What follows belongs to an exercise in optimizing a design on an open flow for small area, a short achievable clock period and few clock cycles; a production flow would make more cautious choices. Only simulation tests tie the RTL to the original design; equivalence was not proved.

==> job 7654 <==
// fpu_double
module fpu_double( clk, rst, enable, rmode, fpu_op, opa, opb, out, ready, underflow,
overflow, inexact, exception, invalid);
export LEC_CHECK = 0
export ABC_CLOCK_PERIOD_IN_PS = 2500
export CAP_MARGIN = 20
export CORE_MARGIN = 2
export CORE_UTILIZATION = 40
export PLACE_DENSITY = 0.45
export SETUP_SLACK_MARGIN = 4.6
export SLEW_MARGIN = 20
create_clock -name core_clock -period 7.5 [get_ports {clk}]
run.sh (not shown) runs the stock make flow with config.mk's settings and CLKGATE_MAP_FILE= SYNTH_SCRIPT=/design/flow/synth_recipe.tcl, a recipe that flattens the netlist after the stock synthesis.
==> job 4203: changes against job 7654 <==
- ABC_CLOCK_PERIOD_IN_PS: 2500 -> 3000
- SETUP_SLACK_MARGIN: 4.6 -> 4.2
==> results.yml <==
routing:
  m1WireLength_um: 157000
  drtIter0Drc: 12600
final_layout:
  final_cells: 11200
  layout_common_cells: "nand2_1, buf_4, inv_1, a21oi_1, edfxtp_1"
  layout_commonest_cell: "nand2_1"
  fillers: 16300
  fin_area_sq_mm: 0.0920
  nonClkBufAreaFrac: 0.136
  multi_input_cells: 6109
worst_setup_path:
  reg2reg_slack_ns: 3.35
cts:
  cts_made_buffers: 87
  post_cts_resize_count: 1065
outcome:
  status: "complete, no violations"
-- figures above: job 4203

==> results.yml <==
outcome:
  status: "failed layout checks"
  failed_checks: "max-capacitance violations"
final_layout:
  fin_area_sq_mm: 0.0995
  clock_buffers: 121
  multi_input_cells: 6104
  final_cells: 11500
  nonClkBufAreaFrac: 0.167
  layout_common_cells: "buf_4, nand2_1, inv_1, edfxtp_1, a21oi_1"
  fillers: 15600
cts:
  cts_made_buffers: 86
  post_cts_resize_count: 2269
  cts_tree: "yes"
routing:
  drtIter0Drc: 14200
  m1WireLength_um: 164000
run:
  max_cap_viol_count: 1
-- figures above: job 7654

Testbench counts of job 7654, summed over its fixed seeds: cycles 25,837.
Testbench counts of job 4203, summed over its fixed seeds: cycles 25,837.

---

==> v10: inputs <==
Another version of the RTL of fpu_double (not shown whole).
Settings: LEC_CHECK=0, ABC_AREA=1, CAP_MARGIN=40, CORE_MARGIN=2, CORE_UTILIZATION=40, PLACE_DENSITY=0.45, SETUP_SLACK_MARGIN=4.2, SLEW_MARGIN=40; clock period 7.5 ns.
==> v3: changes against v10 <==
--- a/flow/design.v
+++ b/flow/design.v
@@ -34,27 +34,25 @@
 reg [63:0] A, B;
 reg [1:0]  OPR, RMR;
 reg a_zero, b_zero, a_inf, b_inf, a_qnan, b_qnan, a_snan, b_snan;
 reg an, bn;            
 reg agt, aeq;          
 reg [10:0] dab, dba;   
-reg        esub_w;     
 reg  [3:0] mgt, meq;   
 wire mge = mgt[3] | (meq[3] & (mgt[2] | (meq[2] & (mgt[1] | (meq[1] & (mgt[0] | meq[0]))))));
 wire [10:0] diff = agt ? dab : dba;
 wire [10:0] ea_p = opa[62:52], eb_p = opb[62:52];
 wire an_p = |ea_p, bn_p = |eb_p;
 wire [10:0] dab_p = ea_p - eb_p;
 wire [11:0] dba_p = {1'b0, eb_p} - {1'b0, ea_p};
 wire agt_p = dba_p[11];
 wire [10:0] ea = A[62:52], eb = B[62:52];
 wire sa = A[63], sb = B[63];
 reg [63:0] X, Y;       
 reg [59:0] R;          
-reg [55:0] Q;          
-reg [55:0] QN;         
+reg [55:0] Q, QM;      
 reg        qprev;      
 reg        r0c, r1c;   
 reg        neg3;       
 reg        Dh;         
 reg [11:0] E, E2;      
 reg        e_is0, e_ge2, e_is1;
@@ -65,42 +63,28 @@
 reg [6:0]  cnt;
 reg [11:0] cnt2;
 reg        esub;
 reg        mfast;
 reg        et0, dright;
 reg        cpa_sub1;    
-wire       cpa_cin = cpa_sub1 | (oh[S_MC] & r0c) | (oh[S_D30] & ~R[55]);
+wire       cpa_cin = cpa_sub1 | (oh[S_MC] & r0c);
 wire [63:0] cpa_y = {Y[63:1], Y[0] | (oh[S_MC] & r1c)};
-wire [64:0] cpa_w = {X, cpa_cin} + {cpa_y, cpa_cin};
-wire [63:0] cpa = cpa_w[64:1];
+wire [63:0] cpa = X + cpa_y + {63'b0, cpa_cin};
 wire a_den = ~an, b_den = ~bn;
 wire a_ge_b = agt | (aeq & mge);
 wire [55:0] fa = {1'b0, an, A[51:0], 2'b00};
 wire [55:0] fb = {1'b0, bn, B[51:0], 2'b00};
 wire [55:0] LA = a_ge_b ? fa : fb;
-reg  lnsd;            
+wire lnsd = agt ? (b_den & an) : (a_den & bn);    
 wire [55:0] sh_in = agt ? (lnsd ? {fb[54:0], 1'b0} : fb) : (lnsd ? {fa[54:0], 1'b0} : fa);
-wire [3:0] sa10 = 4'b0001 << diff[1:0];
-wire [3:0] sa32 = 4'b0001 << diff[3:2];
-wire [3:0] sa54 = (|diff[10:6]) ? 4'b0000 : (4'b0001 << diff[5:4]);
-wire [55:0] sh_inx = sh_in ^ {56{esub_w}};
-wire [58:0] shx0 = {{3{esub_w}}, sh_inx};
-wire [55:0] shl1 = ({56{sa10[0]}} & shx0[55:0]) | ({56{sa10[1]}} & shx0[56:1])
-                 | ({56{sa10[2]}} & shx0[57:2]) | ({56{sa10[3]}} & shx0[58:3]);
-wire [103:0] shx1 = {{48{esub_w}}, shl1};
-wire [55:0] shl2 = ({56{sa32[0]}} & shx1[55:0]) | ({56{sa32[1]}} & shx1[59:4])
-                 | ({56{sa32[2]}} & shx1[63:8]) | ({56{sa32[3]}} & shx1[67:12]);
-wire [103:0] shx2 = {{48{esub_w}}, shl2};
-wire [55:0] shifted = ({56{sa54[0]}} & shx2[55:0]) | ({56{sa54[1]}} & shx2[71:16])
-                    | ({56{sa54[2]}} & shx2[87:32]) | ({56{sa54[3]}} & shx2[103:48])
-                    | {56{~|sa54 & esub_w}};
+wire [55:0] shifted = (|diff[10:6]) ? 56'd0 : (sh_in >> diff[5:0]);
 wire small_den = agt ? b_den : a_den;
 wire fix_fast = ~small_den & (diff >= 11'd55);
-wire [55:0] SS0 = (aeq & mge) ? (fb ^ {56{esub_w}}) : shifted;
-wire [55:0] SS = {SS0[55:1], SS0[0] ^ fix_fast};    
+wire [55:0] SS = ((aeq & mge) ? fb : shifted) | {55'd0, fix_fast};
 wire [10:0] el = agt ? ea : eb;
+wire esub_w = OPR[0] ^ sa ^ sb;
 wire sub_sign = a_ge_b ? sa : (~sb ^ (OPR == 2'b00));
 wire small_nz = agt ? (|B[51:0]) : (|A[51:0]);
 wire mfirst = first;
 wire [52:0] Mm = {an, A[51:0]};
 reg [11:0] bdig;
 function [2:0] benc;
@@ -148,31 +132,28 @@
 wire [57:0] w4s = {ws, 2'b00};
 wire [57:0] w4c = {wc, 2'b00};
 wire [57:0] ns = w4s ^ w4c ^ dT;
 wire [57:0] nc = {((w4s & w4c) | (w4s & dT) | (w4c & dT)), q_pos};
 reg  [3:0] qh;    
 wire [57:0] D2x = {2'b0, Dv, 3'b0}, D1x = {3'b0, Dv, 2'b0};
-reg  [53:46] shs, shc;
-reg  [51:40] dsh;
-wire [55:44] D2n = {1'b1, dsh[51:41]}, D1n = {2'b01, dsh[51:42]};
-wire [55:44] dTn = ({12{qh[3]}} & ~D2n) | ({12{qh[2]}} & ~D1n)
-                 | ({12{qh[1]}} & D1n) | ({12{qh[0]}} & D2n);
-wire [55:44] w4sn = {shs[53:46], ws[45:42]}, w4cn = {shc[53:46], wc[45:42]};
-wire [55:45] nsn = w4sn[55:45] ^ w4cn[55:45] ^ dTn[55:45];
-wire [55:45] ncn = (w4sn[54:44] & w4cn[54:44]) | (w4sn[54:44] & dTn[54:44]) | (w4cn[54:44] & dTn[54:44]);
-wire [6:0] yhat = nsn[55:49] + ncn[55:49];
+wire [55:48] dTn = ({8{qh[3]}} & ~D2x[55:48]) | ({8{qh[2]}} & ~D1x[55:48])
+                 | ({8{qh[1]}} & D1x[55:48]) | ({8{qh[0]}} & D2x[55:48]);
+wire [55:48] w4sn = ws[53:46], w4cn = wc[53:46];
+wire [55:49] nsn = w4sn[55:49] ^ w4cn[55:49] ^ dTn[55:49];
+wire [55:49] ncn = (w4sn[54:48] & w4cn[54:48]) | (w4sn[54:48] & dTn[54:48]) | (w4cn[54:48] & dTn[54:48]);
+wire [6:0] yhat = nsn + ncn;
 wire [2:0] qd;
-fpu_srt_sel qs(.y(yhat), .d(dsh[51:49]), .q(qd));
+fpu_srt_sel qs(.y(yhat), .d(Dv[51:49]), .q(qd));
 wire q1two = ((opb[51:49] == 3'd0) & opa[51]) | ((opb[51:49] == 3'd1) & opa[51] & opa[50])
            | ((opb[51:49] == 3'd2) & (&opa[51:49]));
 wire [2:0] qd1 = {1'b0, q1two, ~q1two};
 wire [1:0] qmag = q_two ? 2'd2 : q_one ? 2'd1 : 2'd0;
-wire [55:0] Q_nx  = {Q[53:0], q_neg ? 2'd0 : qmag};
-wire [55:0] QN_nx = {QN[53:0], q_neg ? qmag : 2'd0};
+wire [55:0] Q_nx  = q_neg ? {QM[53:0], 2'd0 - qmag} : {Q[53:0], qmag};
+wire [55:0] QM_nx = (q_pos) ? {Q[53:0], qmag - 2'd1} : {QM[53:0], 2'd3 - qmag};
 wire wneg = R[55];
-wire rmsb_f = X[3] ^ ~Y[3] ^ wneg;    
+wire rmsb_f = wneg ? QM[0] : Q[0];
 wire [1:0] cmul = {1'b0, wneg} + {1'b0, rmsb_f};
 wire [52:0] zx = R[54:2];
 wire [52:0] zy = cmul == 2'd1 ? Dv : cmul == 2'd2 ? {Dv[51:0], 1'b0} : 53'd0;
 wire zdiv = ~|((zx ^ zy) ^ {(zx[51:0] | zy[51:0]), 1'b0});
 wire [11:0] d_et  = {1'b0, ea} + 12'd1023;
 wire        d_uf1 = {1'b0, eb} > d_et;
@@ -261,48 +242,47 @@
   end
 end
 wire dstep = oh[S_D] & ~(first & dabort);
 wire dn_sha = oh[S_DN] & ~X[52] & (cnt != 7'd53);
 wire dr2_upd = oh[S_DR2] & (cnt != 7'd1);
 wire [63:0] Xcap = (fpu_op[1:0] == 2'b10) ? {1'b1, 63'd0} : {11'd0, an_p, opa[51:0]};
-wire x_hold = ~(oh[S_IDLE] | oh[S_A1] | oh[S_M] | dstep | dn_sha | oh[S_DE4] | dr2_upd | oh[S_D29]);
+wire x_hold = ~(oh[S_IDLE] | oh[S_A1] | oh[S_M] | dstep | dn_sha | oh[S_DE4] | dr2_upd);
 wire xf = oh[S_M] | dstep;
 wire [63:0] X_fast = oh[S_M] ? l3s : {8'd0, ns[55:0]};
 wire [63:0] X_slow =
     ({64{oh[S_IDLE]}} & Xcap)
   | ({64{oh[S_A1]}} & {5'd0, LA, 3'd0})
-  | ({64{oh[S_D29]}} & {5'd0, Q, 3'd0})
   | ({64{dn_sha}} & {X[63:53], X[51:0], 1'b0})
   | ({64{oh[S_DE4]}} & {10'd0, X[53:0]})
   | ({64{dr2_upd}} & {X[63:54], (R[59] ? {X[52:0], 1'b0} : {R[52:0], 1'b0})})
   | ({64{x_hold}} & X);
 wire [63:0] X_nx = xf ? X_fast : X_slow;
 wire a1b_fix = small_nz & (esub ? &Y : ~|Y);
-wire y_hold = ~(oh[S_IDLE] | oh[S_A1] | oh[S_M] | dstep | oh[S_DE4] | oh[S_A1B] | oh[S_D29]);
+wire y_hold = ~(oh[S_IDLE] | oh[S_A1] | oh[S_M] | dstep | oh[S_DE4] | oh[S_A1B]);
 wire [63:0] Y_fast = oh[S_M] ? l3c : {8'd0, nc[55:0]};
 wire [63:0] Y_slow =
-    ({64{oh[S_A1]}} & {{5{esub_w}}, SS, {3{esub_w}}})
+    ({64{oh[S_A1]}} & ({5'd0, SS, 3'd0} ^ {64{esub_w}}))
   | ({64{oh[S_A1B]}} & {Y[63:4], Y[3] ^ a1b_fix, Y[2:0]})
   | ({64{oh[S_DE4]}} & ~{11'd0, Dv})
-  | ({64{oh[S_D29]}} & ~{5'd0, QN, 3'd0})
   | ({64{y_hold}} & Y);
 wire [63:0] Y_nx = xf ? Y_fast : Y_slow;
-wire r_cpa = oh[S_A2] | oh[S_MC] | oh[S_D29] | oh[S_D30] | oh[S_DR1];
+wire r_cpa = oh[S_A2] | oh[S_MC] | oh[S_D29] | oh[S_DR1];
 wire sn_sh = oh[S_SN] & ~sn_done;
 wire ms_zero = oh[S_MS0] & ((a_zero | b_zero) | (~m_egt & (m_eu >= 12'd106)));
 wire p_shr = (oh[S_MSR] & (cnt2 != 12'd0)) | (oh[S_MSL] & ~msl_go & (E == 12'd0));
 wire p_shl = oh[S_MSL] & msl_go;
 wire dps_go = oh[S_DPS] & (cnt2 != 12'd0);
 wire q_shr = dps_go & dright;
 wire q_shl = dps_go & ~dright;
-wire r_hold = ~(r_cpa | sn_sh | ms_zero | p_shr | p_shl | oh[S_DP] | q_shr | q_shl | oh[S_DFIN]);
+wire r_hold = ~(r_cpa | sn_sh | ms_zero | p_shr | p_shl | oh[S_D30] | oh[S_DP] | q_shr | q_shl | oh[S_DFIN]);
 wire [59:0] R_nx =
     ({60{r_cpa}} & cpa[59:0])
   | ({60{sn_sh}} & {R[58:0], 1'b0})
   | ({60{p_shr}} & {R[59:58], 1'b0, R[57:1]})
   | ({60{p_shl}} & {R[59:58], R[56:0], Q[55]})
+  | ({60{oh[S_D30]}} & {2'b00, (wneg ? QM[54:0] : Q[54:0]), 3'b000})
   | ({60{oh[S_DP]}} & {2'b00, Q[54:0], 3'b000})
   | ({60{q_shr}} & {R[59:58], 1'b0, R[57:4], R[2:0]})
   | ({60{q_shl}} & {R[59:58], R[56:3], Q[55], R[2:0]})
   | ({60{oh[S_DFIN]}} & {1'b0, E2[0], R[57:0]})
   | ({60{r_hold}} & R);
 wire q_hold = ~(oh[S_IDLE] | oh[S_M] | dstep | ms_zero | p_shr | p_shl | oh[S_DE4] | oh[S_DR2] | oh[S_DP] | q_shr | q_shl);
@@ -317,22 +297,19 @@
   | ({56{oh[S_DP]}} & {X[52:0], 3'b000})
   | ({56{q_shr}} & {R[3], Q[55:4], Q[2:0]})
   | ({56{q_shl}} & {Q[54:3], 1'b0, Q[2:0]})
   | ({56{q_hold}} & Q);
 always @(posedge clk) begin
   qr <= oh[S_IDLE] ? qd1 : qd;
-  shs <= oh[S_IDLE] ? Xcap[53:46] : nsn[53:46];
-  if (oh[S_IDLE]) dsh <= opb[51:40];
-  shc <= oh[S_IDLE] ? 8'd0 : ncn[53:46];
   qh <= oh[S_IDLE] ? {qd1[1], qd1[0], 2'b00} : {~qd[2] & qd[1], ~qd[2] & qd[0], qd[2] & qd[0], qd[2] & qd[1]};
   bdig <= oh[S_IDLE] ? bdig_cap : bdig_m;
   X <= X_nx;
   Y <= Y_nx;
   R <= R_nx;
   Q <= Q_nx2;
-  QN <= QN_nx;
+  if (dstep) QM <= QM_nx;
 end
 always @(posedge clk) begin
   case (st)
   S_IDLE: begin
     A <= opa; B <= opb; OPR <= fpu_op[1:0]; RMR <= rmode;
     a_zero <= ~|opa[62:0];
@@ -343,14 +320,12 @@
     b_qnan <= (&eb_p) & (|opb[51:0]) & opb[51];
     a_snan <= (&ea_p) & (|opa[51:0]) & ~opa[51];
     b_snan <= (&eb_p) & (|opb[51:0]) & ~opb[51];
     an <= an_p; bn <= bn_p;
     agt <= agt_p; aeq <= (ea_p == eb_p);
     dab <= dab_p; dba <= dba_p[10:0];
-    esub_w <= fpu_op[0] ^ opa[63] ^ opb[63];
-    lnsd <= agt_p ? (~bn_p & an_p) : (~an_p & bn_p);
     mgt <= {opa[51:39] > opb[51:39], opa[38:26] > opb[38:26], opa[25:13] > opb[25:13], opa[12:0] > opb[12:0]};
     meq <= {opa[51:39] == opb[51:39], opa[38:26] == opb[38:26], opa[25:13] == opb[25:13], opa[12:0] == opb[12:0]};
     Dh <= bn_p;
     dfast_r <= dfast_p;
     qprev <= 1'b0; r0c <= 1'b0; r1c <= 1'b0; neg3 <= 1'b0;
     cnt <= 7'd0; cnt2 <= 12'd0;
@@ -523,19 +498,17 @@
 wire gs = m1 | m0;
 wire trig = (rn & m1) | (rp & ~s & gs) | (rmi & s & gs);
 wire ov = m54 & ones;
 wire [51:0] frac = trig ? finc : mf;
 wire [11:0] e = ealt ? e2 : e1;
 wire einc = trig & ov;
-wire [11:0] e1p = e1 + 12'd1, e2p = e2 + 12'd1;
-wire [11:0] ef = ealt ? (einc ? e2p : e2) : (einc ? e1p : e1);
+wire [11:0] ef = e + {11'd0, einc};
 wire e1_big = e1 > 12'd2046, e1_big1 = e1 > 12'd2045;
 wire e2_big = e2 > 12'd2046, e2_big1 = e2 > 12'd2045;
 wire e1_z = (e1[10:0] == 11'd0), e1_z1 = (e1[10:0] == 11'h7ff);
 wire e2_z = (e2[10:0] == 11'd0), e2_z1 = (e2[10:0] == 11'h7ff);
-wire ebig0 = ealt ? e2_big : e1_big;       
 wire ebig = ealt ? (einc ? e2_big1 : e2_big) : (einc ? e1_big1 : e1_big);
 wire ezero = ealt ? (einc ? e2_z1 : e2_z) : (einc ? e1_z1 : e1_z);
 wire in_z = ezero & (trig ? ones : zeros);
 wire add = (op == 2'b00), sub = (op == 2'b01), mul = (op == 2'b10), dv = (op == 2'b11);
 wire apinf = a_inf & ~sa, aninf = a_inf & sa, bpinf = b_inf & ~sb, bninf = b_inf & sb;
 wire nan_in = a_qnan | b_qnan | a_snan | b_snan;
@@ -562,13 +535,10 @@
 wire exc = inv | ovf | uft | inx;
 wire nan_out = nan_in | inv;
 wire snan_t = inv & ~snan_in;
 wire [62:0] nan0 = a_nan ? {11'h7ff, 1'b1, pa} : {11'h7ff, 1'b1, pb};
 wire [62:0] nano = snan_t ? {11'h7ff, 2'b01, pa[49:0]} : nan0;
 wire [62:0] oinf = irdt ? {11'h7fe, {52{1'b1}}} : {11'h7ff, 52'd0};
-wire early_inf = oit0 | ebig0;
-wire irdt0 = (early_inf & ~s & rmi) | (early_inf & s & rp) | (early_inf & rz);
-wire [62:0] oinf0 = irdt0 ? {11'h7fe, {52{1'b1}}} : {11'h7ff, 52'd0};
-wire [62:0] body = nan_out ? nano : early_inf ? oinf0 : div_by_inf ? 63'd0 : {ef[10:0], frac};
+wire [62:0] body = nan_out ? nano : oit ? oinf : uft ? 63'd0 : {ef[10:0], frac};
 assign out = {s, body};
 assign flags = {uft, ovf, inx, exc, inv};
 endmodule
==> flow/config.mk (replaced) <==
export PLATFORM = sky130hd
export DESIGN_NAME = fpu_double
export DESIGN_NICKNAME = fpu_double
export VERILOG_FILES = /design/flow/design.v
export SDC_FILE = /design/flow/constraint.sdc
export NUM_CORES = 8
export LEC_CHECK = 0
export ABC_CLOCK_PERIOD_IN_PS = 3000
export CAP_MARGIN = 20
export CORE_MARGIN = 2
export CORE_UTILIZATION = 40
export PLACE_DENSITY = 0.45
export SETUP_SLACK_MARGIN = 4.2
export SLEW_MARGIN = 20
==> comparison table <==
quantity	v3	v10
Signal buf overhead	13.08%	10.54%
Detailed-routing iteration count for the pre-antenna-repair pass	11	14
Multiplexer share of the synthesized area	6.682%	0.01598%
Starting utilization of the core area	40.28%	40.14%
Number of cells on the critical path	14	18
Transition time at the pin with the least slew margin	1.330 ns	1.035 ns
Overall global routing resource usage	47.92%	46.56%
Number of cells produced by synthesis	8291	9890
Floorplan core area	174000 µm²	175500 µm²
Area occupied by multi-input gates	53140 µm²	49260 µm²
Fraction of area in registers	18.99%	19.83%
Endpoint arrival time on the critical path	4.62 ns	4.33 ns
GR met2 Demand/Resource	68.65%	67.47%
Avg Cell Area, Syn	8.454 µm²	7.125 µm²
#FFs+latches synth	664	693
WHS Endpoint	X[62]$_DFF_P_	QN[6]$_DFF_P_
Status	complete, no violations	complete, no violations
Testbench counts of v10, summed over its fixed seeds: cycles 25,837.
Testbench counts of v3, summed over its fixed seeds: cycles 25,837.

## re-timing with driven ports
In the flow no input, the clock included, has a driving cell. The finished layouts below were timed again as built, in two steps. Step 1 sets driving cells, clkbuf_16 on the clock port and buf_2 on the other inputs (assumed; they add their load-dependent delay and slew). Step 2 adds t to the input delays and takes it off the output delays; t is the mean of the earliest and latest rising clock arrival at the registers after step 1. Input paths then give back, and output paths get back, about the clock's delay inside the block. Slacks: ideal ports / drivers / drivers and shift; pairs: ideal ports / drivers.
run | t, ns | setup WS [ns] | clock arrival spread, ns | worst data-port slew with drivers (ns)
job 7654 | 0.857 | 3.432 / 3.432 / 3.432 | 0.058 / 0.058 | 0.08
job 4203 | 0.843 | 3.353 / 3.353 / 3.285 | 0.049 / 0.050 | 0.12
v10 | 0.852 | 3.661 / 3.661 / 3.317 | 0.066 / 0.066 | 0.10
v3 | 0.870 | 3.488 / 3.488 / 3.317 | 0.030 / 0.030 | 0.05
For v10, which loses most, drivers alone change the setup slack by 0.000 ns; drivers and shift together by -0.344 ns.
